This design comes from an exercise in tuning for a short achievable clock period and few clock cycles on the open sky130 flow, not from production work. At most, simulation tests tie the RTL to the original design; equivalence was not proved. For runs 3 to 5, only the layout was checked, not whether the RTL still works. No run shown here takes its clock network from TritonCTS; it comes from the design's own scripts or RTL. The flow treats the clock pin as an ideal source. Dropping or thinning the clock tree relies on that and would not hold on a real chip. Power is estimated from default activity; no workload was simulated.

File: flow/clocktree.tcl
# Rebuild the clock tree with two levels of buffers: the clock port drives
# four clkbuf_16 buffers, one per quadrant of the registers' placement, and
# each of those drives LEAVES clkbuf_16 buffers, each driving the registers
# of one part of its quadrant (split at the median along the wider side).
# Run as POST_CTS_TCL, after ORFS's CTS.
set ::block [ord::get_db_block]
set db [ord::get_db]
set clk_net [$::block findNet clk]
set bufm [$db findMaster sky130_fd_sc_hd__clkbuf_16]

# all clock sinks (register clock pins) reached from the clock port
set ::sinks {}
set ::cts_bufs {}
proc walk {net} {
  foreach it [$net getITerms] {
    set inst [$it getInst]
    if {[$it getIoType] != "INPUT"} { continue }
    set m [[$inst getMaster] getName]
    if {[string match "sky130_fd_sc_hd__clkbuf_*" $m] || [string match "sky130_fd_sc_hd__clkinv*" $m] || [string match "sky130_fd_sc_hd__buf_*" $m]} {
      lappend ::cts_bufs $inst
      foreach o [$inst getITerms] {
        if {[$o getIoType] == "OUTPUT" && [$o getNet] != "NULL"} { walk [$o getNet] }
      }
    } else {
      lappend ::sinks $it
    }
  }
}
walk $clk_net
puts "clocktree: [llength $::sinks] sinks, [llength $::cts_bufs] old buffers"


if {![info exists ::env(CT_LEAVES)]} { set ::env(CT_LEAVES) 3 }
set leaves_per_root $::env(CT_LEAVES)

# sink positions
set ::pos [dict create]
foreach it $::sinks {
  set b [[$it getInst] getBBox]
  dict set ::pos $it [list [expr {([$b xMin] + [$b xMax]) / 2}] [expr {([$b yMin] + [$b yMax]) / 2}]]
}
proc ctr {items} {
  set sx 0; set sy 0
  foreach it $items { lassign [dict get $::pos $it] x y; incr sx $x; incr sy $y }
  set n [llength $items]
  return [list [expr {$sx / $n}] [expr {$sy / $n}]]
}
# split items into n parts of near-equal size, cutting across the wider side
proc bisect {items n} {
  if {$n <= 1 || [llength $items] < 2} { return [list $items] }
  set xs {}; set ys {}
  foreach it $items { lassign [dict get $::pos $it] x y; lappend xs $x; lappend ys $y }
  set xs [lsort -integer $xs]; set ys [lsort -integer $ys]
  set wx [expr {[lindex $xs end] - [lindex $xs 0]}]
  set wy [expr {[lindex $ys end] - [lindex $ys 0]}]
  set k [expr {$wx >= $wy ? 0 : 1}]
  set sorted [lsort -integer -index 1 [lmap it $items {list $it [lindex [dict get $::pos $it] $k]}]]
  set n1 [expr {$n / 2}]
  set cut [expr {[llength $items] * $n1 / $n}]
  set a [lmap p [lrange $sorted 0 [expr {$cut - 1}]] {lindex $p 0}]
  set b [lmap p [lrange $sorted $cut end] {lindex $p 0}]
  return [concat [bisect $a $n1] [bisect $b [expr {$n - $n1}]]]
}
proc place_buf {name master x y} {
  set inst [odb::dbInst_create $::block $master $name]
  $inst setLocation [expr {$x - [$master getWidth] / 2}] [expr {$y - [$master getHeight] / 2}]
  $inst setPlacementStatus PLACED
  return $inst
}
# drop the old tree
set old_nets {}
foreach inst $::cts_bufs {
  foreach o [$inst getITerms] {
    if {[$o getIoType] == "OUTPUT" && [$o getNet] != "NULL"} { lappend old_nets [$o getNet] }
  }
}
foreach it $::sinks { $it disconnect }
foreach inst $::cts_bufs { odb::dbInst_destroy $inst }
foreach n [lsort -unique $old_nets] {
  if {[llength [$n getITerms]] == 0 && [llength [$n getBTerms]] == 0} { odb::dbNet_destroy $n }
}


set roots [bisect $::sinks 4]
set r 0
foreach rg $roots {
  set rnet [odb::dbNet_create $::block "clknet_r$r"]
  $rnet setSigType CLOCK
  set l 0
  set lcs {}
  foreach lg [bisect $rg $leaves_per_root] {
    set lnet [odb::dbNet_create $::block "clknet_r${r}_l$l"]
    $lnet setSigType CLOCK
    lassign [ctr $lg] cx cy
    lappend lcs [list $cx $cy]
    set inst [place_buf "clkbuf_r${r}_l$l" $bufm $cx $cy]
    [$inst findITerm A] connect $rnet
    [$inst findITerm X] connect $lnet
    foreach it $lg { $it connect $lnet }
    puts "clocktree: root $r leaf $l: [llength $lg] sinks at [expr {$cx / 1000.0}] [expr {$cy / 1000.0}]"
    incr l
  }
  set sx 0; set sy 0
  foreach c $lcs { incr sx [lindex $c 0]; incr sy [lindex $c 1] }
  set inst [place_buf "clkbuf_r$r" $bufm [expr {$sx / [llength $lcs]}] [expr {$sy / [llength $lcs]}]]
  [$inst findITerm A] connect $clk_net
  [$inst findITerm X] connect $rnet
  incr r
}

detailed_placement
estimate_parasitics -placement
repair_timing_helper
detailed_placement
check_placement -verbose
File: config.mk
export PLATFORM = sky130hd
export DESIGN_NAME = day4_top
export DESIGN_NICKNAME = day4_top
export VERILOG_FILES = /design/flow/design.v
export SDC_FILE = /design/flow/constraint.sdc
export NUM_CORES = 4
export LEC_CHECK = 0
export ABC_CLOCK_PERIOD_IN_PS = 1500
export CAP_MARGIN = 20
export CORE_MARGIN = 2
export CORE_UTILIZATION = 60
export PLACE_DENSITY = 0.7
export SETUP_SLACK_MARGIN = 2.4
export SLEW_MARGIN = 20
export TNS_END_PERCENT = 100
export POST_CTS_TCL = /design/flow/flow/clocktree.tcl
File: design.v
`timescale 1ns / 1ps
module day4_top( clk, rst, rom_addr, rom_data, sum_overlap, sum_contain, done );
    input clk;
    input rst;
    output [13:0] rom_addr;
    input [7:0] rom_data;
    output [15:0] sum_contain;
    output [15:0] sum_overlap;
    output done;
    localparam S_NEW = 0,    
               S_RA  = 1,    
               S_RD1 = 2,    
               S_RB2 = 3,    
               S_RC2 = 4,    
               S_RC  = 5,    
               S_RB3 = 6,    
               S_RD3 = 7,    
               S_RD4 = 8,    
               S_RB4 = 9,    
               S_IDL = 10;   
    localparam NS = 11;
    function lt7(input [6:0] x, input [6:0] y);
        reg [6:0] e;
        begin
            e = ~(x ^ y);
            lt7 = (~x[6] & y[6]) |
                  (e[6] & ~x[5] & y[5]) |
                  (e[6] & e[5] & ~x[4] & y[4]) |
                  (e[6] & e[5] & e[4] & ~x[3] & y[3]) |
                  (e[6] & e[5] & e[4] & e[3] & ~x[2] & y[2]) |
                  (e[6] & e[5] & e[4] & e[3] & e[2] & ~x[1] & y[1]) |
                  (e[6] & e[5] & e[4] & e[3] & e[2] & e[1] & ~x[0] & y[0]);
        end
    endfunction
    reg [13:0] addr;
    reg [6:0]  data_q;
    reg q_lt_a, q_lt_b, q_lt_c, q_lt_d, q_eq_a, q_eq_b, q_eq_d, q_99, q_zero;
    reg [NS-1:0] st0;
    reg [11:0]   line0;
    reg [6:0]    a0, b0, c0, d0;
    reg          ac0, ca0, db0, bd0, ad0, cb0;   
    reg [NS-1:0] st1;
    reg [11:0]   line1;
    reg [6:0]    a1, b1, c1, d1;
    reg          ac1, ca1, db1, bd1, ad1, cb1;
    reg          free1;       
    reg          zero1;       
    reg [NS-1:0] cont1;       
    reg [1:0]    off1;        
    reg [NS-1:0] st2;
    reg [11:0]   line2;
    reg [6:0]    a2, b2, c2, d2;
    reg          ac2, ca2, db2, bd2, ad2, cb2;
    reg [11:0] next_line;
    reg        term;
    reg        inc_c, inc_o;
    reg [15:0] cnt_c, cnt_o;
    reg [2:0]  fc, fo;         
    reg        int_done;
    assign rom_addr = addr;
    assign sum_contain = cnt_c;
    assign sum_overlap = cnt_o;
    assign done = int_done;
    wire [6:0] r = rom_data[6:0];
    wire in_lt_a = lt7(r, a2);
    wire in_lt_b = lt7(r, b2);
    wire in_lt_c = lt7(r, c2);
    wire in_lt_d = lt7(r, d2);
    wire in_eq_a = (r == a2);
    wire in_eq_b = (r == b2);
    wire in_eq_d = (r == d2);
    wire in_99   = (r == 7'd99);
    wire in_zero = (rom_data == 8'd0);
    wire [6:0] v = data_q;
    wire zero = q_zero;
    wire lt_a = q_lt_a;
    wire lt_b = q_lt_b;
    wire lt_c = q_lt_c;
    wire lt_d = q_lt_d;
    wire eq_a = q_eq_a;
    wire eq_b = q_eq_b;
    wire eq_d = q_eq_d;
    wire is99 = q_99;
    wire rd_a = st0[S_RA];
    wire rd_b = st0[S_RB2] | st0[S_RB3] | st0[S_RB4];
    wire rd_c = st0[S_RC2] | st0[S_RC];
    wire rd_d = st0[S_RD1] | st0[S_RD3] | st0[S_RD4];
    wire b_after_d = st0[S_RB2] | st0[S_RB4];
    wire d_after_b = st0[S_RD3];
    wire b_after_c = st0[S_RB3] | st0[S_RB4];
    wire c_after_b = st0[S_RC2];
    wire n_ac = rd_c ? ~lt_a : ac0;
    wire n_ca = rd_c ? (lt_a | eq_a) : ca0;
    wire n_ad = rd_d ? ~lt_a : ad0;
    wire n_db = b_after_d ? ~lt_d : d_after_b ? (lt_b | eq_b) : db0;
    wire n_bd = b_after_d ? (lt_d | eq_d) : d_after_b ? ~lt_b : bd0;
    wire n_cb = b_after_c ? ~lt_c : c_after_b ? (lt_b | eq_b) : cb0;
    wire fin_dis  = (st0[S_RD1] & lt_a) | (st0[S_RB3] & lt_c) | (st0[S_RD4] & lt_a);
    wire fin_both = (st0[S_RB2] & eq_d) | (st0[S_RC] & eq_a) |
                    (st0[S_RB3] & ~lt_c & is99) | (st0[S_RD4] & ~lt_a & is99);
    wire fin_full = st0[S_RC2] | st0[S_RD3] | st0[S_RB4];
    wire [NS-1:0] cont;
    assign cont[S_NEW] = 1'b0;
    assign cont[S_RA]  = 1'b0;
    assign cont[S_RD1] = st0[S_RA] & v[6];
    assign cont[S_RC]  = st0[S_RA] & ~v[6];
    assign cont[S_RB2] = st0[S_RD1];
    assign cont[S_RC2] = st0[S_RB2];
    assign cont[S_RB3] = st0[S_RC] & ~lt_a;
    assign cont[S_RD4] = st0[S_RC] & lt_a;
    assign cont[S_RD3] = st0[S_RB3];
    assign cont[S_RB4] = st0[S_RD4];
    assign cont[S_IDL] = st0[S_IDL];
    wire [1:0] cont_off = (cont[S_RD1] | cont[S_RD3] | cont[S_RD4]) ? 2'd3 :
                          (cont[S_RC2] | cont[S_RC]) ? 2'd2 :
                          (cont[S_RB2] | cont[S_RB3] | cont[S_RB4]) ? 2'd1 : 2'd0;
    wire new_line = free1 & ~term;
    wire to_idle  = (st1[S_RA] & (zero1 | term)) | (free1 & term) | st1[S_IDL];
    wire [NS-1:0] n_st = new_line ? ({{(NS-1){1'b0}}, 1'b1} << S_RA) :
                         to_idle  ? ({{(NS-1){1'b0}}, 1'b1} << S_IDL) : cont1;
    wire [11:0] n_line = new_line ? next_line : line1;
    wire [1:0]  n_off  = new_line ? 2'd0 : off1;
    always @(posedge clk) begin
        data_q <= rom_data[6:0];
        q_lt_a <= in_lt_a;
        q_lt_b <= in_lt_b;
        q_lt_c <= in_lt_c;
        q_lt_d <= in_lt_d;
        q_eq_a <= in_eq_a;
        q_eq_b <= in_eq_b;
        q_eq_d <= in_eq_d;
        q_99 <= in_99;
        q_zero <= in_zero;
        if (rst) begin
            addr <= 14'd0;
            st0 <= {{(NS-1){1'b0}}, 1'b1} << S_NEW;
            st1 <= {{(NS-1){1'b0}}, 1'b1} << S_NEW;
            st2 <= {{(NS-1){1'b0}}, 1'b1} << S_RA;
            free1 <= 1'b1;
            zero1 <= 1'b0;
            line2 <= 12'd0;
            next_line <= 12'd1;
            term <= 1'b0;
            inc_c <= 1'b0;
            inc_o <= 1'b0;
            cnt_c <= 16'd0;
            cnt_o <= 16'd0;
            fc <= 3'd0;
            fo <= 3'd0;
            int_done <= 1'b0;
        end else begin
            st1 <= st0;
            free1 <= fin_dis | fin_both | fin_full | st0[S_NEW];
            zero1 <= st0[S_RA] & zero;
            addr <= {n_line, n_off};
            st2 <= n_st;
            line2 <= n_line;
            if (new_line)
                next_line <= next_line + 12'd1;
            if (st1[S_RA] & zero1)
                term <= 1'b1;
            st0 <= st2;
            inc_c <= fin_both | (fin_full & ((n_ac & n_db) | (n_ca & n_bd)));
            inc_o <= fin_both | (fin_full & n_ad & n_cb);
            if (inc_c) begin
                cnt_c[3:0] <= cnt_c[3:0] + 4'd1;
                if (fc[0]) cnt_c[7:4] <= cnt_c[7:4] + 4'd1;
                if (fc[0] & fc[1]) cnt_c[11:8] <= cnt_c[11:8] + 4'd1;
                if (fc[0] & fc[1] & fc[2]) cnt_c[15:12] <= cnt_c[15:12] + 4'd1;
                fc[0] <= (cnt_c[3:0] == 4'd14);
                if (fc[0]) fc[1] <= (cnt_c[7:4] == 4'd14);
                if (fc[0] & fc[1]) fc[2] <= (cnt_c[11:8] == 4'd14);
            end
            if (inc_o) begin
                cnt_o[3:0] <= cnt_o[3:0] + 4'd1;
                if (fo[0]) cnt_o[7:4] <= cnt_o[7:4] + 4'd1;
                if (fo[0] & fo[1]) cnt_o[11:8] <= cnt_o[11:8] + 4'd1;
                if (fo[0] & fo[1] & fo[2]) cnt_o[15:12] <= cnt_o[15:12] + 4'd1;
                fo[0] <= (cnt_o[3:0] == 4'd14);
                if (fo[0]) fo[1] <= (cnt_o[7:4] == 4'd14);
                if (fo[0] & fo[1]) fo[2] <= (cnt_o[11:8] == 4'd14);
            end
            if (term & st0[S_IDL] & st1[S_IDL] & st2[S_IDL])
                int_done <= 1'b1;
        end
        cont1 <= cont;
        off1 <= cont_off;
        line1 <= line0;
        a1 <= rd_a ? v : a0;
        b1 <= rd_b ? v : b0;
        c1 <= rd_c ? v : c0;
        d1 <= rd_d ? v : d0;
        ac1 <= n_ac; ca1 <= n_ca; db1 <= n_db; bd1 <= n_bd; ad1 <= n_ad; cb1 <= n_cb;
        a2 <= a1; b2 <= b1; c2 <= c1; d2 <= d1;
        ac2 <= ac1; ca2 <= ca1; db2 <= db1; bd2 <= bd1; ad2 <= ad1; cb2 <= cb1;
        line0 <= line2;
        a0 <= a2; b0 <= b2; c0 <= c2; d0 <= d2;
        ac0 <= ac2; ca0 <= ca2; db0 <= db2; bd0 <= bd2; ad0 <= ad2; cb0 <= cb2;
    end
endmodule
File: constraint.sdc
create_clock -name core_clock -period 4.0 [get_ports {clk}]
set_input_delay 0.8000 -clock core_clock [delete_from_list [all_inputs] [get_ports {clk}]]
set_output_delay 0.8000 -clock core_clock [all_outputs]
set_load 0.01 [all_outputs]
File: flow/run.sh
#!/bin/bash
# The standard layout, with the clock tree that ORFS's CTS builds replaced
# by a two-level one (flow/clocktree.tcl, run as ORFS's POST_CTS_TCL hook).
set -euo pipefail
here=$(pwd)
echo "export POST_CTS_TCL = $here/flow/clocktree.tcl" >> config.mk
bash standard.sh finish > standard_make.log 2>&1
File: standard.sh
#!/bin/bash
# synth_recipe.tcl (not shown) runs the flow's synth.tcl, then flattens the netlist and writes it again
# the make line also repeats each setting of config.mk as NAME=value (left out here)
make -C /OpenROAD-flow-scripts/flow DESIGN_CONFIG=/design/flow/config.mk WORK_HOME=/design/flow/orfs CLKGATE_MAP_FILE= SYNTH_SCRIPT=/design/flow/synth_recipe.tcl "${@:-finish}"
==> run_results.csv, run 1 <==
group,metric,value,unit
run_status,status,"timing/DRC/antenna clean",
worst_setup_path,reg2reg_depth,4,
global_route,antenna_found_initial,0,
synth,synth-compound-area-share,0.0617,
synth,synth_fa_ha_area_frac,0.0358,
layout,num_antenna_cells,0,
layout,n_fill_cell,876,
sta,fin_skew,0.0108,ns
synth,syn_nets,709,
synth,synth_top_family_by_area,"simple AND/OR/NAND/NOR gates",
layout,final_core_util,0.749,
synth,ys_warn_count,1,
sta,worst_slew_margin_rel,0.579,
route,drt_first_pass_iters,5,
layout,syn2layout_area_growth,21.7,%
synth,netlist_area,7760,µm²
power,power.internal,3.54,mW
layout,nets,795,
sta,tns,0,ns
clocking,clock-sinks,246,
synth,synth_seq_cells,246,
worst_setup_path,path_buf_inv,2,
die,die_w,118,µm
sta,setup_violations,0,
placed_design,port_buffers,56,
worst_hold_path,hold_class,"reg2reg",
synth,synth-xor-area-share,0.0485,
clocking,worstSkewPairLatency,0.29,ns
power,finalPower,4.39,mW
worst_setup_path,critPathKind,"in2reg",
power,ir_drop,495,µV
route,viasPerCell,5.24,
die,die_y,118,µm
worst_hold_path,hold_depth,0,
worst_setup_path,r2r-start,"term",
power,leakage,3.83,nW
worst_hold_path,min_to,"ac0",
synth,synth_edf_count,0,
flow_run,max-cap-violations,0,
worst_setup_path,start_kind,"input pin",
worst_setup_path,crit_family,"simple AND/OR/NAND/NOR gates",
route,post_drt_wl_per_cell,15.6,µm
route,drt_wl_total,14600,µm
die,core-area,12600,µm²
synth,async_reset_ff_frac,0,
synth,synth.distinct_cells,57,
route,drc,0,
sta,period_needed,1.57,ns
sta,final_hold_viol_count,0,
route,final_antenna_net_count,0,
synth,avgSynthCellArea,11.4,µm²
worst_setup_path,cpMaxStageDelayCell,"ha_4",
power,p_seq_frac,0.593,
worst_setup_path,cp.required,4.21,ns
synth,ys.flop_type,"dfxtp_1",
worst_setup_path,path_cells,"buf_6 > inv_6 > ha_4 > and3_1 > nand3_1 > nor3_1",
die,rows,41,
global_route,gr-usage-all-layers,0.213,
worst_setup_path,critical_path.max_stage_delay,0.26,ns
placed_design,dp_hpwl,9190,µm
clocking,clk_pin_slew,0.08,ns
worst_setup_path,arrival,1.77,ns
synth,synth_seq_area_share,0.634,
worst_setup_path,crit_fanout,4,
route,drtIter0Drc,259,
route,vias,4921,
synth,synth_simple_gate_area_frac,0.148,
layout,layout-drive-gt1-share,0.276,
sta,fmax,0.639,GHz
worst_hold_path,min_from,"ac2",
sta,rsz0062_at_grt,"true",
sta,finalCritPeriodShare,0.391,
power,p_clk_frac,0.367,
power,power.switching,0.847,mW
worst_setup_path,r2r_end,"next_line[11]",
sta,timing.final.max_slew_violations,0,
placed_design,placed_cell_area,8420,µm²
power,power.density,464,nW/µm²
worst_setup_path,endpoint_kind,"register",
die,initial_core_util,0.615,
worst_setup_path,reg2reg_slack,2.50,ns
layout,stdcell_area,9450,µm²
layout,final_cell_mix,"199 x dfxtp_1, 50 x nor2_1, 50 x buf_6, 42 x nand2_1",
global_route,overflow,0,
synth,syn-instance-count,680,
die,die_area,13900,µm²
layout,final_common_cell,"dfxtp_1",
synth,synth_mux_area_frac,0.0417,
global_route,grt_max_degree,59,
global_route,grt_pass1_vias,4958,
power,power_frac_comb,0.039,
placed_design,gp_congestion,0.831,
die,io_pins,57,
power,swShare,0.193,
sta,worst_slew_pin_slew,0.631,ns
global_route,grt_pass1_wl,24100,µm
## power by group through the flow
| stage | Clock [mW] | Combinational (mW) | Sequential (mW) |
|---|---|---|---|
| after floorplan | 0 | 0.118 | 2.64 |
| after global placement | 0 | 0.146 | 2.66 |
| after detailed placement | 0 | 0.152 | 2.66 |
| after global routing | 1.73 | 0.191 | 2.61 |
| final | 1.61 | 0.173 | 2.60 |
## through the flow
stage / worst slack [ns] / hold WS, ns / instances
floorplan: 2.22 / 0.310 / 680
global route: 2.35 / 0.336 / 939
finish: 2.43 / 0.323 / 939
detailed placement: 1.45 / 0.313 / 883
global placement: 1.51 / 0.310 / 883
## layer usage
metal	vias to the layer above	track usage	wire length [µm]
met2	107	0.373	7270
met1	2334	0.266	6390
met3	32	0.0402	575
li1	2448	-	-
met5	-	0	0
met4	0	0.0670	389
## state kept, by name (all words and copies together) (netlist names), 9 cells and up
register,flops
cnt_o,16
st0,11
next_line,12
line0,12
cont1,9
line1,12
line2,12
st2,10
cnt_c,16
## cell usage after synthesis, drive strengths merged (5+ instances only)
cell / n / area [µm²]
a211oi: 7 / 52.6
a21oi: 30 / 150
and2: 14 / 87.6
buf: 17 / 111
clkbuf: 9 / 35.0
dfxtp: 246 / 4920
ha: 19 / 238
inv: 23 / 86.3
mux2: 27 / 304
nand2: 44 / 180
nand2b: 19 / 119
nand3: 13 / 65.1
nand4: 18 / 113
nor2: 51 / 199
nor2b: 23 / 144
nor3: 11 / 70.1
nor4: 5 / 31.3
o21ai: 11 / 55.1
or3: 6 / 37.5
xnor2: 20 / 175
xor2: 23 / 201
## worst reg2reg max path, stage by stage, from the launching register on
cell      delay [ns]
dfxtp_1         0.38
nand3b_1        0.34
nor4_1          0.45
xnor2_1         0.16
nor2_1          0.05
## kinds of logic (layout without fill, tap and decap cells)
| kind of cell | Yosys count | after routing |
|---|---|---|
| fa+ha+maj | 23 | 23 |
| compound gates | 74 | 74 |
| simple gates | 216 | 216 |
| flops | 246 | 246 |
| mux | 29 | 29 |
| xor+xnor | 43 | 43 |
| buf+inv | 49 | 136 |
## worst max-delay path by stage
stage | start | endpoint | slack (ns) | cells after the start
2_1_floorplan | rom_data[6] | q_lt_a | 2.22 | 5
3_3_place_gp | rom_data[4] | q_lt_a | 1.51 | 5
3_5_place_dp | rom_data[4] | q_lt_a | 1.45 | 5
5_1_grt | rom_data[6] | q_eq_d | 2.35 | 6
6_report | rom_data[6] | q_eq_a | 2.43 | 6
## final cells by class
cell class | count | area, µm² | share of cell area
plain buffers | 16 | 400 | 0.0424
clock inverters | 3 | 90.1 | 0.00953
inverters | 23 | 91.3 | 0.00966
multi-input cells | 385 | 2740 | 0.290
flip-flops and latches | 246 | 5000 | 0.529
well taps | 172 | 215 | 0.0228
repair buffers | 94 | 911 | 0.0964
Testbench counts, summed over its fixed seeds: cycles 23,731.
==> run 2: changes to the inputs <==
--- a/flow/clocktree.tcl
+++ b/flow/clocktree.tcl
@@ -1,12 +1,15 @@
-# Rebuild the clock tree with two levels of buffers: the clock port drives
-# four clkbuf_16 buffers, one per quadrant of the registers' placement, and
-# each of those drives LEAVES clkbuf_16 buffers, each driving the registers
-# of one part of its quadrant (split at the median along the wider side).
-# Run as POST_CTS_TCL, after ORFS's CTS.
+# Rebuild the clock tree with two levels of inverters: the clock port drives
+# four clkinv_16, one per quadrant of the registers' placement, and each of
+# those drives CT_LEAVES clkinv_8, each driving the registers of one part of
+# its quadrant (split at the median along the wider side), so the registers
+# see the clock twice inverted. Run as POST_CTS_TCL, after ORFS's CTS.
 set ::block [ord::get_db_block]
 set db [ord::get_db]
 set clk_net [$::block findNet clk]
-set bufm [$db findMaster sky130_fd_sc_hd__clkbuf_16]
+if {![info exists ::env(CT_ROOT)]} { set ::env(CT_ROOT) sky130_fd_sc_hd__clkinv_16 }
+if {![info exists ::env(CT_LEAF)]} { set ::env(CT_LEAF) sky130_fd_sc_hd__clkinv_8 }
+set rootm [$db findMaster $::env(CT_ROOT)]
+set leafm [$db findMaster $::env(CT_LEAF)]
 
 # all clock sinks (register clock pins) reached from the clock port
 set ::sinks {}
@@ -16,7 +19,7 @@
     set inst [$it getInst]
     if {[$it getIoType] != "INPUT"} { continue }
     set m [[$inst getMaster] getName]
-    if {[string match "sky130_fd_sc_hd__clkbuf_*" $m] || [string match "sky130_fd_sc_hd__clkinv*" $m] || [string match "sky130_fd_sc_hd__buf_*" $m]} {
+    if {[string match "sky130_fd_sc_hd__clkbuf_*" $m] || [string match "sky130_fd_sc_hd__clkinv*" $m] || [string match "sky130_fd_sc_hd__buf_*" $m] || [string match "sky130_fd_sc_hd__inv_*" $m]} {
       lappend ::cts_bufs $inst
       foreach o [$inst getITerms] {
         if {[$o getIoType] == "OUTPUT" && [$o getNet] != "NULL"} { walk [$o getNet] }
@@ -30,7 +33,7 @@
 puts "clocktree: [llength $::sinks] sinks, [llength $::cts_bufs] old buffers"
 
 
-if {![info exists ::env(CT_LEAVES)]} { set ::env(CT_LEAVES) 3 }
+if {![info exists ::env(CT_LEAVES)]} { set ::env(CT_LEAVES) 4 }
 set leaves_per_root $::env(CT_LEAVES)
 
 # sink positions
@@ -60,6 +63,11 @@
   set a [lmap p [lrange $sorted 0 [expr {$cut - 1}]] {lindex $p 0}]
   set b [lmap p [lrange $sorted $cut end] {lindex $p 0}]
   return [concat [bisect $a $n1] [bisect $b [expr {$n - $n1}]]]
+}
+proc outpin {master} {
+  foreach mt [$master getMTerms] {
+    if {[$mt getIoType] == "OUTPUT"} { return [$mt getName] }
+  }
 }
 proc place_buf {name master x y} {
   set inst [odb::dbInst_create $::block $master $name]
@@ -93,18 +101,18 @@
     $lnet setSigType CLOCK
     lassign [ctr $lg] cx cy
     lappend lcs [list $cx $cy]
-    set inst [place_buf "clkbuf_r${r}_l$l" $bufm $cx $cy]
+    set inst [place_buf "clkbuf_r${r}_l$l" $leafm $cx $cy]
     [$inst findITerm A] connect $rnet
-    [$inst findITerm X] connect $lnet
+    [$inst findITerm [outpin $leafm]] connect $lnet
     foreach it $lg { $it connect $lnet }
     puts "clocktree: root $r leaf $l: [llength $lg] sinks at [expr {$cx / 1000.0}] [expr {$cy / 1000.0}]"
     incr l
   }
   set sx 0; set sy 0
   foreach c $lcs { incr sx [lindex $c 0]; incr sy [lindex $c 1] }
-  set inst [place_buf "clkbuf_r$r" $bufm [expr {$sx / [llength $lcs]}] [expr {$sy / [llength $lcs]}]]
+  set inst [place_buf "clkbuf_r$r" $rootm [expr {$sx / [llength $lcs]}] [expr {$sy / [llength $lcs]}]]
   [$inst findITerm A] connect $clk_net
-  [$inst findITerm X] connect $rnet
+  [$inst findITerm [outpin $rootm]] connect $rnet
   incr r
 }
 
==> run_results.csv, run 2 <==
group,metric,value,unit
run_status,status,"timing/DRC/antenna clean",
die,initial_core_util,0.615,
synth,ys_warn_count,1,
route,drtIter0Drc,194,
sta,period_needed,1.72,ns
layout,nets,801,
clocking,clk_pin_slew,0.06,ns
die,core-area,12600,µm²
worst_setup_path,cpMaxStageDelayCell,"a2111o_1",
synth,synth_commonest_cells,"246 x dfxtp_1, 50 x nor2_1, 42 x nand2_1",
sta,finalCritPeriodShare,0.431,
route,final_antenna_net_count,0,
synth,synth_most_common_cell,"dfxtp_1",
power,ir_drop,423,µV
sta,timing.final.max_slew_violations,0,
route,drt_wl_total,14700,µm
worst_setup_path,endpoint_kind,"register",
power,power.switching,1.07,mW
layout,final_common_cell,"dfxtp_1",
layout,final_cell_mix,"199 x dfxtp_1, 50 x nor2_1, 47 x buf_6, 42 x nand2_1, 41 x buf_4",
synth,ys.flop_type,"dfxtp_1",
synth,synth.distinct_cells,57,
sta,tns,0,ns
synth,syn-instance-count,680,
route,post_drt_wl_per_cell,15.5,µm
global_route,gr-usage-all-layers,0.215,
worst_hold_path,hold_class,"reg2reg",
power,p_clk_frac,0.330,
global_route,overflow,0,
placed_design,dp_hpwl,9190,µm
sta,fmax,0.580,GHz
sta,holdWs,0.323,ns
clocking,clock-sinks,246,
worst_setup_path,arrival,1.79,ns
sta,worst_slack,2.28,ns
clocking,worstSkewPairLatency,0.15,ns
die,io_pins,57,
layout,syn2layout_area_growth,22.6,%
synth,netlist_area,7760,µm²
synth,async_reset_ff_frac,0,
sta,setup_violations,0,
worst_setup_path,reg2reg_slack,2.51,ns
route,drt_first_pass_iters,4,
power,power.density,437,nW/µm²
synth,avgSynthCellArea,11.4,µm²
layout,num_antenna_cells,0,
die,die_area,13900,µm²
die,rows,41,
placed_design,port_buffers,56,
worst_setup_path,crit_family,"compound AO/OA/AOI/OAI gates",
placed_design,post-place-ws,1.45,ns
power,swShare,0.256,
worst_setup_path,path_cells,"buf_8 > inv_8 > ha_4 > nand4_1 > a2111o_1 > nor4_2",
route,drc,0,
synth,synth_seq_area_share,0.634,
layout,layout-drive-gt1-share,0.290,
synth,synth_edf_count,0,
sta,worst_slew_margin_rel,0.591,
global_route,grt_pass1_vias,4968,
global_route,grt_max_degree,59,
power,leakage,3.82,nW
die,die_y,118,µm
sta,final_hold_viol_count,0,
layout,reg_top3,"cnt_c: 16 flops, cnt_o: 16 flops",
synth,yosys.area.top_type_share,0.634,
layout,n_fill_cell,870,
worst_setup_path,start_kind,"input pin",
synth,synthTopCellsByArea,"dfxtp_1 63%, mux2_2 3.9%, ha_1 3.1%, xor2_1 2.6%, nor2_1 2.4%",
power,power_frac_comb,0.045,
worst_setup_path,crit_fanout,4,
route,viasPerCell,5.26,
synth,synth_top_area_cell,"dfxtp_1",
power,p_seq_frac,0.625,
placed_design,gp_congestion,0.831,
synth,synth_seq_cells,246,
sta,rsz0062_at_grt,"true",
sta,fin_skew,0.0132,ns
power,power.internal,3.09,mW
flow_run,max-cap-violations,0,
worst_setup_path,critical_path.max_stage_delay,0.33,ns
sta,worst_slew_pin_slew,0.612,ns
worst_setup_path,path_buf_inv,2,
global_route,antenna_found_initial,0,
route,vias,4970,
worst_setup_path,cp.required,4.06,ns
global_route,grt_pass1_wl,24200,µm
die,die_w,118,µm
worst_setup_path,critPathKind,"in2reg",
synth,syn_nets,709,
-- run 2: changes by cell type in the layout (fill, tap and decap cells not counted), sizes merged --
cell	before	now
buf	92	94
clkbuf	17	0
clkdlybuf4s15	0	1
clkinv	0	20
-- run 2: logic make-up (layout without fill, tap and decap cells) --
kind of cell / after synthesis / in the layout / share of synthesized area
AND/OR/NAND/NOR: 216 / 216 / 0.148
buffers and inverters: 49 / 142 / 0.0300
multiplexers: 29 / 29 / 0.0417
AO/OA/AOI/OAI: 74 / 74 / 0.0617
XOR/XNOR: 43 / 43 / 0.0485
flip-flops: 246 / 246 / 0.634
adder cells (fa/ha/maj): 23 / 23 / 0.0358
-- run 2: path summary, 6_finish.rpt --
path,startpoint,endpoint,cells after the start
max,rom_data[6],q_eq_d,6
min,ac2,ac0,0
max reg2reg,st0[4],inc_c,4
min reg2reg,ac2,ac0,0
-- run 2: worst reg2reg max path, delay by kind of cell, from the launching register on --
| kind | cells | cell delay (ns) |
|---|---|---|
| compound gates | 3 | 0.67 |
| flops | 1 | 0.37 |
| simple gates | 1 | 0.37 |
-- run 2: power groups by stage --
stage               Clock [mW]  Sequential, mW  Combinational [mW]
finish                    1.37            2.60               0.187
floorplan                    0            2.64               0.118
global route              1.51            2.61               0.204
detailed placement           0            2.66               0.152
global placement             0            2.66               0.146
-- run 2: final cells by class --
type                       count  area [µm²]  area share
sequential                   246        5000       0.526
multi-input combinational    385        2780       0.292
timing repair buffer          96         958       0.101
inverter                      43         474      0.0498
tap                          172         215      0.0226
clock inverter                 3        90.1     0.00947
-- run 2: stage by stage --
stage	util	area (µm²)	power (mW)	std cells
after floorplan	-	7810	2.75	680
after global placement	0.667	8420	2.80	883
after detailed placement	0.667	8420	2.81	883
after global routing	0.754	9520	4.33	945
final	0.754	9520	4.16	945
-- run 2: metal layers --
layer | part of all wire | GRT usage | vias to the layer above
met5 | 0 | 0 | -
met4 | 0.029 | 0.0738 | 0
met3 | 0.033 | 0.0460 | 40
met2 | 0.50 | 0.371 | 93
met1 | 0.44 | 0.267 | 2367
li1 | - | - | 2470
==> run 3: changes to the inputs <==
--- a/design.v
+++ b/design.v
@@ -19,22 +19,30 @@
                S_RB4 = 9,    
                S_IDL = 10;   
     localparam NS = 11;
-    function lt7(input [6:0] x, input [6:0] y);
+    function lt_hi(input [6:0] x, input [6:0] y);
         reg [6:0] e;
         begin
             e = ~(x ^ y);
-            lt7 = (~x[6] & y[6]) |
-                  (e[6] & ~x[5] & y[5]) |
-                  (e[6] & e[5] & ~x[4] & y[4]) |
-                  (e[6] & e[5] & e[4] & ~x[3] & y[3]) |
-                  (e[6] & e[5] & e[4] & e[3] & ~x[2] & y[2]) |
-                  (e[6] & e[5] & e[4] & e[3] & e[2] & ~x[1] & y[1]) |
-                  (e[6] & e[5] & e[4] & e[3] & e[2] & e[1] & ~x[0] & y[0]);
+            lt_hi = (~x[6] & y[6]) |
+                    (e[6] & ~x[5] & y[5]) |
+                    (e[6] & e[5] & ~x[4] & y[4]) |
+                    (e[6] & e[5] & e[4] & ~x[3] & y[3]);
+        end
+    endfunction
+    function lt_lo(input [6:0] x, input [6:0] y);
+        reg [6:0] e;
+        begin
+            e = ~(x ^ y);
+            lt_lo = (~x[2] & y[2]) |
+                    (e[2] & ~x[1] & y[1]) |
+                    (e[2] & e[1] & ~x[0] & y[0]);
         end
     endfunction
     reg [13:0] addr;
     reg [6:0]  data_q;
-    reg q_lt_a, q_lt_b, q_lt_c, q_lt_d, q_eq_a, q_eq_b, q_eq_d, q_99, q_zero;
+    reg [3:0] q_a, q_b, q_d;
+    reg [2:0] q_c;
+    reg q_99, q_zero;
     reg [NS-1:0] st0;
     reg [11:0]   line0;
     reg [6:0]    a0, b0, c0, d0;
@@ -62,24 +70,21 @@
     assign sum_overlap = cnt_o;
     assign done = int_done;
     wire [6:0] r = rom_data[6:0];
-    wire in_lt_a = lt7(r, a2);
-    wire in_lt_b = lt7(r, b2);
-    wire in_lt_c = lt7(r, c2);
-    wire in_lt_d = lt7(r, d2);
-    wire in_eq_a = (r == a2);
-    wire in_eq_b = (r == b2);
-    wire in_eq_d = (r == d2);
+    wire [3:0] in_a = {r[2:0] == a2[2:0], lt_lo(r, a2), r[6:3] == a2[6:3], lt_hi(r, a2)};
+    wire [3:0] in_b = {r[2:0] == b2[2:0], lt_lo(r, b2), r[6:3] == b2[6:3], lt_hi(r, b2)};
+    wire [2:0] in_c = {lt_lo(r, c2), r[6:3] == c2[6:3], lt_hi(r, c2)};
+    wire [3:0] in_d = {r[2:0] == d2[2:0], lt_lo(r, d2), r[6:3] == d2[6:3], lt_hi(r, d2)};
     wire in_99   = (r == 7'd99);
     wire in_zero = (rom_data == 8'd0);
     wire [6:0] v = data_q;
     wire zero = q_zero;
-    wire lt_a = q_lt_a;
-    wire lt_b = q_lt_b;
-    wire lt_c = q_lt_c;
-    wire lt_d = q_lt_d;
-    wire eq_a = q_eq_a;
-    wire eq_b = q_eq_b;
-    wire eq_d = q_eq_d;
+    wire lt_a = q_a[0] | (q_a[1] & q_a[2]);
+    wire lt_b = q_b[0] | (q_b[1] & q_b[2]);
+    wire lt_c = q_c[0] | (q_c[1] & q_c[2]);
+    wire lt_d = q_d[0] | (q_d[1] & q_d[2]);
+    wire eq_a = q_a[1] & q_a[3];
+    wire eq_b = q_b[1] & q_b[3];
+    wire eq_d = q_d[1] & q_d[3];
     wire is99 = q_99;
     wire rd_a = st0[S_RA];
     wire rd_b = st0[S_RB2] | st0[S_RB3] | st0[S_RB4];
@@ -122,13 +127,10 @@
     wire [1:0]  n_off  = new_line ? 2'd0 : off1;
     always @(posedge clk) begin
         data_q <= rom_data[6:0];
-        q_lt_a <= in_lt_a;
-        q_lt_b <= in_lt_b;
-        q_lt_c <= in_lt_c;
-        q_lt_d <= in_lt_d;
-        q_eq_a <= in_eq_a;
-        q_eq_b <= in_eq_b;
-        q_eq_d <= in_eq_d;
+        q_a <= in_a;
+        q_b <= in_b;
+        q_c <= in_c;
+        q_d <= in_d;
         q_99 <= in_99;
         q_zero <= in_zero;
         if (rst) begin
==> run_results.csv, run 3 <==
group,metric,value,unit
die,io_pins,57,
placed_design,dp_hpwl,9120,µm
global_route,grt_pass1_wl,24600,µm
synth,syn_nets,722,
worst_setup_path,cp.required,4.10,ns
layout,fin_cells,961,
sta,rsz0062_at_grt,"true",
sta,worst_slew_margin_rel,0.578,
worst_setup_path,arrival,1.67,ns
worst_setup_path,path_cells,"buf_4 > inv_6 > ha_4 > nand3_2 > nor3b_1 > a211o_1",
synth,synth_seq_cells,254,
synth,async_reset_ff_frac,0,
sta,fmax,0.636,GHz
synth,yosys.area.top_type_share,0.640,
global_route,overflow,0,
sta,period_needed,1.57,ns
layout,final_common_cell,"dfxtp_1",
clocking,worstSkewPairLatency,0.15,ns
synth,avgSynthCellArea,11.5,µm²
flow_run,max-cap-violations,0,
route,drtIter0Drc,257,
route,final_antenna_net_count,0,
synth,synth_simple_gate_area_frac,0.134,
synth,synth_top_area_cell,"dfxtp_1",
sta,worst_slack,2.43,ns
worst_setup_path,path_buf_inv,2,
worst_setup_path,crit_fanout,4,
layout,reg_top3,"cnt_c: 16 flops, cnt_o: 16 flops",
synth,ys_warn_count,1,
global_route,gr-usage-all-layers,0.215,
synth,synth_most_common_cell,"dfxtp_1",
die,die_w,119,µm
global_route,grt_pass1_vias,5055,
sta,fin_skew,0.00865,ns
synth,ys.flop_type,"dfxtp_1",
synth,synth_fa_ha_area_frac,0.0400,
synth,synth_mux_area_frac,0.0416,
route,drt_first_pass_iters,4,
synth,synth_commonest_cells,"254 x dfxtp_1, 54 x nor2_1, 42 x nand2_1",
worst_hold_path,hold_class,"reg2reg",
synth,synth-xor-area-share,0.0529,
die,die_y,119,µm
layout,syn2layout_area_growth,22.6,%
worst_setup_path,crit_family,"simple AND/OR/NAND/NOR gates",
synth,syn-instance-count,689,
sta,tns,0,ns
worst_setup_path,critical_path.max_stage_delay,0.27,ns
route,vias,4977,
power,leakage,4.01,nW
sta,setup_violations,0,
synth,synth-compound-area-share,0.0647,
power,power.density,460,nW/µm²
synth,netlist_area,7950,µm²
synth,synth.distinct_cells,50,
run_status,status,"timing/DRC/antenna clean",
route,post_drt_wl_per_cell,15.5,µm
worst_setup_path,endpoint_kind,"register",
clocking,clk_pin_slew,0.06,ns
sta,final_hold_viol_count,0,
layout,n_fill_cell,874,
power,ir_drop,345,µV
die,rows,42,
route,drt_wl_total,14900,µm
sta,finalCritPeriodShare,0.393,
die,core-area,13100,µm²
placed_design,gp_congestion,0.835,
sta,timing.final.max_slew_violations,0,
global_route,grt_max_degree,41,
clocking,clock-sinks,254,
route,viasPerCell,5.18,
die,die_area,14200,µm²
layout,layout-drive-gt1-share,0.283,
worst_setup_path,cpMaxStageDelayCell,"ha_4",
layout,nets,814,
global_route,antenna_found_initial,0,
placed_design,dp_cells,898,
synth,synth_top_family_by_area,"simple AND/OR/NAND/NOR gates",
layout,num_antenna_cells,0,
layout,final_cell_mix,"209 x dfxtp_1, 54 x nor2_1, 45 x buf_6, 42 x nand2_1, 38 x dfxtp_2",
worst_setup_path,critPathKind,"in2reg",
placed_design,post-place-ws,1.60,ns
synth,synthTopCellsByArea,"dfxtp_1 64%, mux2_2 4.0%, ha_1 3.6%, xnor2_1 2.9%, nor2_1 2.6%",
synth,synth_seq_area_share,0.640,
die,initial_core_util,0.607,
placed_design,port_buffers,56,
sta,worst_slew_pin_slew,0.632,ns
synth,synth_edf_count,0,
sta,holdWs,0.325,ns
worst_setup_path,start_kind,"input pin",
route,drc,0,
## run 3: cell count changes in the layout (fill, tap and decap cells not counted), sizes merged, moves of 4 or more
cell,delta
buf,-7
a21o,+5
or2,+4
dfxtp,+8
nor2,+5
ha,+4
a22o,+5
nand2b,-11
nor2b,-4
xnor2,+6
## run 3: kinds of logic after synthesis
family	count (synthesis)
DFF	254
and+or+nand+nor	206
AOI/OAI and AO/OA	80
xor gates and xnor gates	48
buffers and inverters	46
muxes	29
adders and majority gates	26
## run 3: metal layers
metal / routed length (µm) / GRT usage / up-vias / part of all wire
li1: - / - / 2487 / -
met1: 6630 / 0.267 / 2364 / 0.44
met2: 7530 / 0.388 / 98 / 0.50
met3: 477 / 0.0378 / 28 / 0.032
met4: 299 / 0.0528 / 0 / 0.020
met5: 0 / 0 / - / 0
## run 3: metrics by stage
step	area (µm²)	total power [mW]	util
finish	9740	4.48	0.744
global route	9740	4.65	0.744
detailed placement	8610	2.92	0.658
global placement	8610	2.90	0.658
floorplan	7980	2.85	-
## run 3: final timing paths
path	cells past startpoint	slack, ns	from	to
worst min-delay path	0	0.32	d1[2]	d2[2]
worst min register to register	0	0.32	d1[2]	d2[2]
worst max-delay path	6	2.43	rom_data[6]	q_b[0]
worst max register to register	3	2.45	st0[3]	b1[1]
## run 3: power breakdown
group	total, mW	internal, mW	switching [mW]	leakage [nW]
Clock	1.61	0.658	0.949	0.241
Combinational	0.185	0.0944	0.0903	1.67
Sequential	2.69	2.63	0.0604	2.10
Total	4.48	3.38	1.10	4.01
## run 3: final cells by class
| cell class | count | area (µm²) | area share |
|---|---|---|---|
| sequential | 254 | 5160 | 0.530 |
| clock inverter | 6 | 180 | 0.0185 |
| inverter | 42 | 468 | 0.0480 |
| multi-input combinational | 389 | 2770 | 0.284 |
| tap | 176 | 220 | 0.0226 |
| timing repair buffer | 94 | 945 | 0.0970 |
==> run 4: changes to the inputs <==
--- a/config.mk
+++ b/config.mk
@@ -10,7 +10,7 @@
 export CORE_MARGIN = 2
 export CORE_UTILIZATION = 60
 export PLACE_DENSITY = 0.7
-export SETUP_SLACK_MARGIN = 2.4
+export SETUP_SLACK_MARGIN = 2.6
 export SLEW_MARGIN = 20
 export TNS_END_PERCENT = 100
 export POST_CTS_TCL = /design/flow/flow/clocktree.tcl
==> run_results.csv, run 4 <==
group,metric,value,unit
layout,num_antenna_cells,0,
synth,ys.flop_type,"dfxtp_1",
clocking,worstSkewPairLatency,0.16,ns
route,viasPerCell,5.26,
worst_setup_path,path_buf_inv,1,
power,finalPower,4.25,mW
placed_design,dp_cells,899,
synth,yosys.area.top_type_share,0.640,
synth,synth_seq_area_share,0.640,
run_status,status,"timing/DRC/antenna clean",
die,die_area,14200,µm²
synth,async_reset_ff_frac,0,
worst_setup_path,cp.required,4.09,ns
synth,synth_commonest_cells,"254 x dfxtp_1, 54 x nor2_1, 42 x nand2_1",
worst_setup_path,crit_path_start,"rom_data[4]",
global_route,grt_pass1_vias,5237,
worst_setup_path,start_kind,"input pin",
layout,syn2layout_area_growth,27.8,%
layout,nets,838,
placed_design,gp_congestion,0.827,
worst_setup_path,path_cells,"buf_12 > xnor2_1 > nand3_4 > nor3b_1 > a211o_1",
worst_setup_path,critical_path.max_stage_delay,0.34,ns
worst_setup_path,crit_family,"simple AND/OR/NAND/NOR gates",
layout,fin_cells,981,
die,core-area,13100,µm²
die,rows,42,
route,post_drt_wl_per_cell,16.1,µm
sta,rsz0062_at_grt,"true",
global_route,gr-usage-all-layers,0.218,
global_route,grt_pass1_wl,25100,µm
placed_design,dp_hpwl,9060,µm
synth,syn-instance-count,689,
layout,final_core_util,0.776,
synth,synth_edf_count,0,
layout,reg_top3,"cnt_c: 16 flops, cnt_o: 16 flops",
global_route,overflow,0,
sta,worst_slew_pin_slew,0.641,ns
placed_design,port_buffers,56,
clocking,clock-sinks,254,
synth,synthTopCellsByArea,"dfxtp_1 64%, mux2_2 4.0%, ha_1 3.6%, xnor2_1 2.9%, nor2_1 2.6%",
power,leakage,4.16,nW
die,die_w,119,µm
worst_setup_path,cpMaxStageDelayCell,"nor3b_1",
synth,ys_warn_count,1,
sta,timing.final.max_slew_violations,0,
die,die_y,119,µm
route,drt_first_pass_iters,4,
route,drc,0,
sta,setup_violations,0,
synth,avgSynthCellArea,11.5,µm²
worst_hold_path,hold_class,"reg2reg",
layout,final_cell_mix,"195 x dfxtp_1, 57 x buf_4, 50 x nor2_1, 48 x dfxtp_2, 47 x buf_6",
sta,worst_slew_margin_rel,0.572,
worst_setup_path,critPathKind,"in2reg",
layout,final_common_cell,"dfxtp_1",
worst_hold_path,min_from,"ca2",
synth,synth_top_area_cell,"dfxtp_1",
synth,synth_seq_cells,254,
synth,synth.distinct_cells,50,
power,ir_drop,316,µV
worst_setup_path,crit_fanout,12,
route,vias,5163,
sta,final_hold_viol_count,0,
worst_setup_path,endpoint_kind,"register",
sta,finalCritPeriodShare,0.424,
sta,tns,0,ns
global_route,antenna_found_initial,0,
sta,fmax,0.590,GHz
die,initial_core_util,0.607,
route,final_antenna_net_count,0,
global_route,grt_max_degree,43,
layout,layout-drive-gt1-share,0.359,
die,io_pins,57,
synth,synth_most_common_cell,"dfxtp_1",
power,power.density,418,nW/µm²
worst_setup_path,r2r-start,"next_line[0]",
synth,netlist_area,7950,µm²
sta,fin_skew,0.0172,ns
flow_run,max-cap-violations,0,
worst_setup_path,arrival,1.78,ns
clocking,clk_pin_slew,0.07,ns
route,drtIter0Drc,264,
route,drt_wl_total,15800,µm
synth,syn_nets,722,
sta,period_needed,1.70,ns
[run 4: changes by cell type in the layout (fill, tap and decap cells not counted), sizes merged]
cell         change
dlygate4sd2      -1
bufinv           -4
clkbuf           -1
bufbuf           -2
buf             +28
[run 4: worst reg2reg max path: stages (launching register included)]
cell	delay [ns]
dfxtp_2	0.38
ha_4	0.16
nand4b_1	0.27
or3_1	0.40
a21oi_1	0.14
[run 4: through the flow]
| step | hold slack, ns | area, µm² | setup slack, ns |
|---|---|---|---|
| floorplan | 0.310 | 8130 | 2.41 |
| global placement | 0.311 | 8690 | 1.63 |
| detailed placement | 0.312 | 8690 | 1.57 |
| global route | 0.327 | 10200 | 2.31 |
| finish | 0.314 | 10200 | 2.30 |
[run 4: per-layer routing]
layer | share of wire | global-route usage | up-vias
li1 | - | - | 2530
met1 | 0.43 | 0.274 | 2492
met2 | 0.51 | 0.376 | 108
met3 | 0.032 | 0.0398 | 33
met4 | 0.029 | 0.0789 | 0
met5 | 0 | 0 | -
[run 4: layout make-up]
cell class | instances | area (µm²)
Multi-Input combinational cell | 389 | 3020
Tap cell | 176 | 220
Timing Repair Buffer | 118 | 1190
Fill cell | 823 | 2930
Sequential cell | 254 | 5190
Clock inverter | 2 | 60.1
Inverter | 42 | 483
[run 4: path summary, 6_finish.rpt]
check	to	slack (ns)	cells after the start
setup / recovery	q_c[0]	2.30	5
setup reg to reg	next_line[6]	2.59	4
hold / removal	ca0	0.31	0
hold reg to reg	ca0	0.31	0
[run 4: kinds of logic (layout without fill, tap and decap cells)]
| kind of cell | after synthesis | in the layout | share of synthesized area |
|---|---|---|---|
| AND/OR/NAND/NOR | 206 | 206 | 0.134 |
| multiplexers | 29 | 29 | 0.0416 |
| XOR/XNOR | 48 | 48 | 0.0529 |
| buffers and inverters | 46 | 162 | 0.0265 |
| flip-flops | 254 | 254 | 0.640 |
| AO/OA/AOI/OAI | 80 | 80 | 0.0647 |
| adder cells (fa/ha/maj) | 26 | 26 | 0.0400 |
[run 4: power breakdown]
| part | internal, mW | switching (mW) | total, mW |
|---|---|---|---|
| combinational | 0.124 | 0.112 | 0.236 |
| sequential | 2.63 | 0.0675 | 2.70 |
| clock | 0.393 | 0.920 | 1.31 |
==> run 5: changes to the inputs <==
--- a/config.mk
+++ b/config.mk
@@ -10,7 +10,7 @@
 export CORE_MARGIN = 2
 export CORE_UTILIZATION = 60
 export PLACE_DENSITY = 0.7
-export SETUP_SLACK_MARGIN = 2.6
+export SETUP_SLACK_MARGIN = 2.8
 export SLEW_MARGIN = 20
 export TNS_END_PERCENT = 100
 export POST_CTS_TCL = /design/flow/flow/clocktree.tcl
==> run_results.csv, run 5 <==
group,metric,value,unit
synth,synthTopCellsByArea,"dfxtp_1 64%, mux2_2 4.0%, ha_1 3.6%, xnor2_1 2.9%, nor2_1 2.6%",
route,final_antenna_net_count,0,
route,drt_wl_total,21400,µm
route,viasPerCell,5.53,
clocking,worstSkewPairLatency,0.16,ns
route,vias,5714,
synth,avgSynthCellArea,11.5,µm²
synth,syn_nets,722,
route,drt_first_pass_iters,5,
synth,yosys.area.top_type_share,0.640,
layout,n_fill_cell,551,
sta,worst_slew_margin_rel,0.747,
synth,ys.flop_type,"dfxtp_1",
global_route,grt_pass1_vias,5780,
clocking,clk_pin_slew,0.06,ns
placed_design,dp_hpwl,9140,µm
sta,worst_slew_pin_slew,0.380,ns
synth,synth.distinct_cells,50,
power,finalPower,4.53,mW
die,die_w,119,µm
worst_setup_path,cp.required,4.03,ns
die,io_pins,57,
route,post_drt_wl_per_cell,20.7,µm
worst_setup_path,path_cells,"buf_12 > inv_12 > ha_4 > nand3_4 > nor3b_2 > a211o_1",
layout,layout-drive-gt1-share,0.512,
worst_setup_path,start_kind,"input pin",
global_route,grt_max_degree,33,
clocking,clock-sinks,254,
synth,synth_top_area_cell,"dfxtp_1",
placed_design,gp_congestion,0.851,
sta,setup_violations,0,
flow_run,max-cap-violations,0,
worst_setup_path,critical_path.max_stage_delay,0.23,ns
route,drtIter0Drc,372,
route,drc,0,
synth,synth_seq_area_share,0.640,
layout,stdcell_area,11400,µm²
sta,rsz0062_at_grt,"true",
sta,fmax,0.665,GHz
worst_setup_path,crit_family,"compound AO/OA/AOI/OAI gates",
power,leakage,4.69,nW
layout,reg_top3,"cnt_c: 16 flops, cnt_o: 16 flops",
layout,num_antenna_cells,0,
layout,syn2layout_area_growth,44.0,%
sta,timing.final.max_slew_violations,0,
synth,netlist_area,7950,µm²
die,die_area,14200,µm²
sta,period_needed,1.50,ns
global_route,grt_pass1_wl,29700,µm
run_status,status,"timing/DRC/antenna clean",
synth,async_reset_ff_frac,0,
synth,ys_warn_count,1,
worst_setup_path,crit_fanout,4,
synth,synth_commonest_cells,"254 x dfxtp_1, 54 x nor2_1, 42 x nand2_1",
synth,synth_seq_cells,254,
placed_design,placed_cell_area,8960,µm²
placed_design,port_buffers,56,
layout,final_common_cell,"dfxtp_1",
synth,synth_most_common_cell,"dfxtp_1",
die,core-area,13100,µm²
global_route,antenna_found_initial,0,
layout,nets,889,
synth,syn-instance-count,689,
power,power.density,396,nW/µm²
worst_setup_path,arrival,1.54,ns
layout,final_cell_mix,"187 x dfxtp_1, 83 x buf_4, 64 x buf_6, 48 x dfxtp_2, 38 x nor2_1",
power,ir_drop,327,µV
global_route,gr-usage-all-layers,0.264,
die,die_y,119,µm
synth,synth_edf_count,0,
worst_setup_path,path_buf_inv,2,
worst_setup_path,endpoint_kind,"register",
sta,final_hold_viol_count,0,
sta,fin_skew,0.0106,ns
worst_hold_path,hold_class,"reg2reg",
worst_setup_path,critPathKind,"in2reg",
die,rows,42,
global_route,overflow,0,
sta,tns,0,ns
sta,finalCritPeriodShare,0.376,
worst_setup_path,cpMaxStageDelayCell,"a211o_1",
die,initial_core_util,0.607,
[run 5: metrics by stage]
step | utilization | cells | worst slack (ns) | hold slack (ns)
2_1_floorplan | - | 689 | 2.41 | 0.310
3_3_place_gp | 0.685 | 899 | 1.58 | 0.310
3_5_place_dp | 0.685 | 899 | 1.54 | 0.312
5_1_grt | 0.874 | 1034 | 2.47 | 0.332
6_report | 0.874 | 1034 | 2.50 | 0.324
[run 5: cell type report]
cell class | instances | area (µm²) | share of cell area
clock inverter | 4 | 120 | 0.0105
inverter | 42 | 494 | 0.0432
multi-input combinational | 389 | 3610 | 0.316
sequential | 254 | 5220 | 0.456
tap | 176 | 220 | 0.0193
timing repair buffer | 169 | 1770 | 0.155
[run 5: per-layer routing]
layer / GRT usage / routed length [µm] / share of wire / vias to the layer above
li1: - / - / - / 2649
met1: 0.320 / 8490 / 0.40 / 2816
met2: 0.480 / 11300 / 0.53 / 186
met3: 0.0421 / 800 / 0.037 / 63
met4: 0.0833 / 753 / 0.035 / 0
met5: 0 / 0 / 0 / -
[run 5: final timing paths]
kind / from / to / slack (ns) / cells past startpoint
min reg2reg: b1[0] / b2[0] / 0.32 / 0
min: b1[0] / b2[0] / 0.32 / 0
max reg2reg: q_c[2] / inc_c / 2.63 / 4
max: rom_data[6] / q_c[0] / 2.50 / 6
[run 5: logic make-up (layout without fill, tap and decap cells)]
kind of cell             Yosys count  count (layout)  synth area share
adder cells (fa/ha/maj)           26              26            0.0400
AO/OA/AOI/OAI                     80              80            0.0647
multiplexers                      29              29            0.0416
AND/OR/NAND/NOR                  206             206             0.134
XOR/XNOR                          48              48            0.0529
flip-flops                       254             254             0.640
buffers and inverters             46             215            0.0265
[run 5: where the power goes]
group	internal [mW]	leakage, nW	switching [mW]
sequential	2.62	2.11	0.0756
combinational	0.185	2.37	0.161
clock	0.525	0.212	0.961

[afterwards: timing with drivers on the ports]
No port has a modelled driver above. Below, the same layouts with a new extraction and two added sets of constraints.
Step 1: set_driving_cell puts a clkbuf_16 on clk and a buf_2 on each other input, an assumption about the parent block.
Step 2, shift: input delay + t, output delay - t, t = (earliest + latest rising clock arrival at the registers) / 2. This alone moves slack from input paths to output paths.
Three values: ideal, step 1, step 2; two values: the first two.
run	t (ns)	slack for setup (ns)	worst setup path after step 2
run 1	0.375	2.435 / 2.355 / 2.112	input to register
run 2	0.358	2.276 / 2.227 / 2.079	input to register
run 3	0.364	2.428 / 2.327 / 2.249	input to register
run 4	0.364	2.304 / 2.361 / 2.096	input to register
run 5	0.363	2.497 / 2.368 / 2.287	input to register
After both steps every run listed still meets setup and hold. For run 1, which loses most, drivers alone change the setup slack by -0.080 ns; drivers and shift together by -0.323 ns.
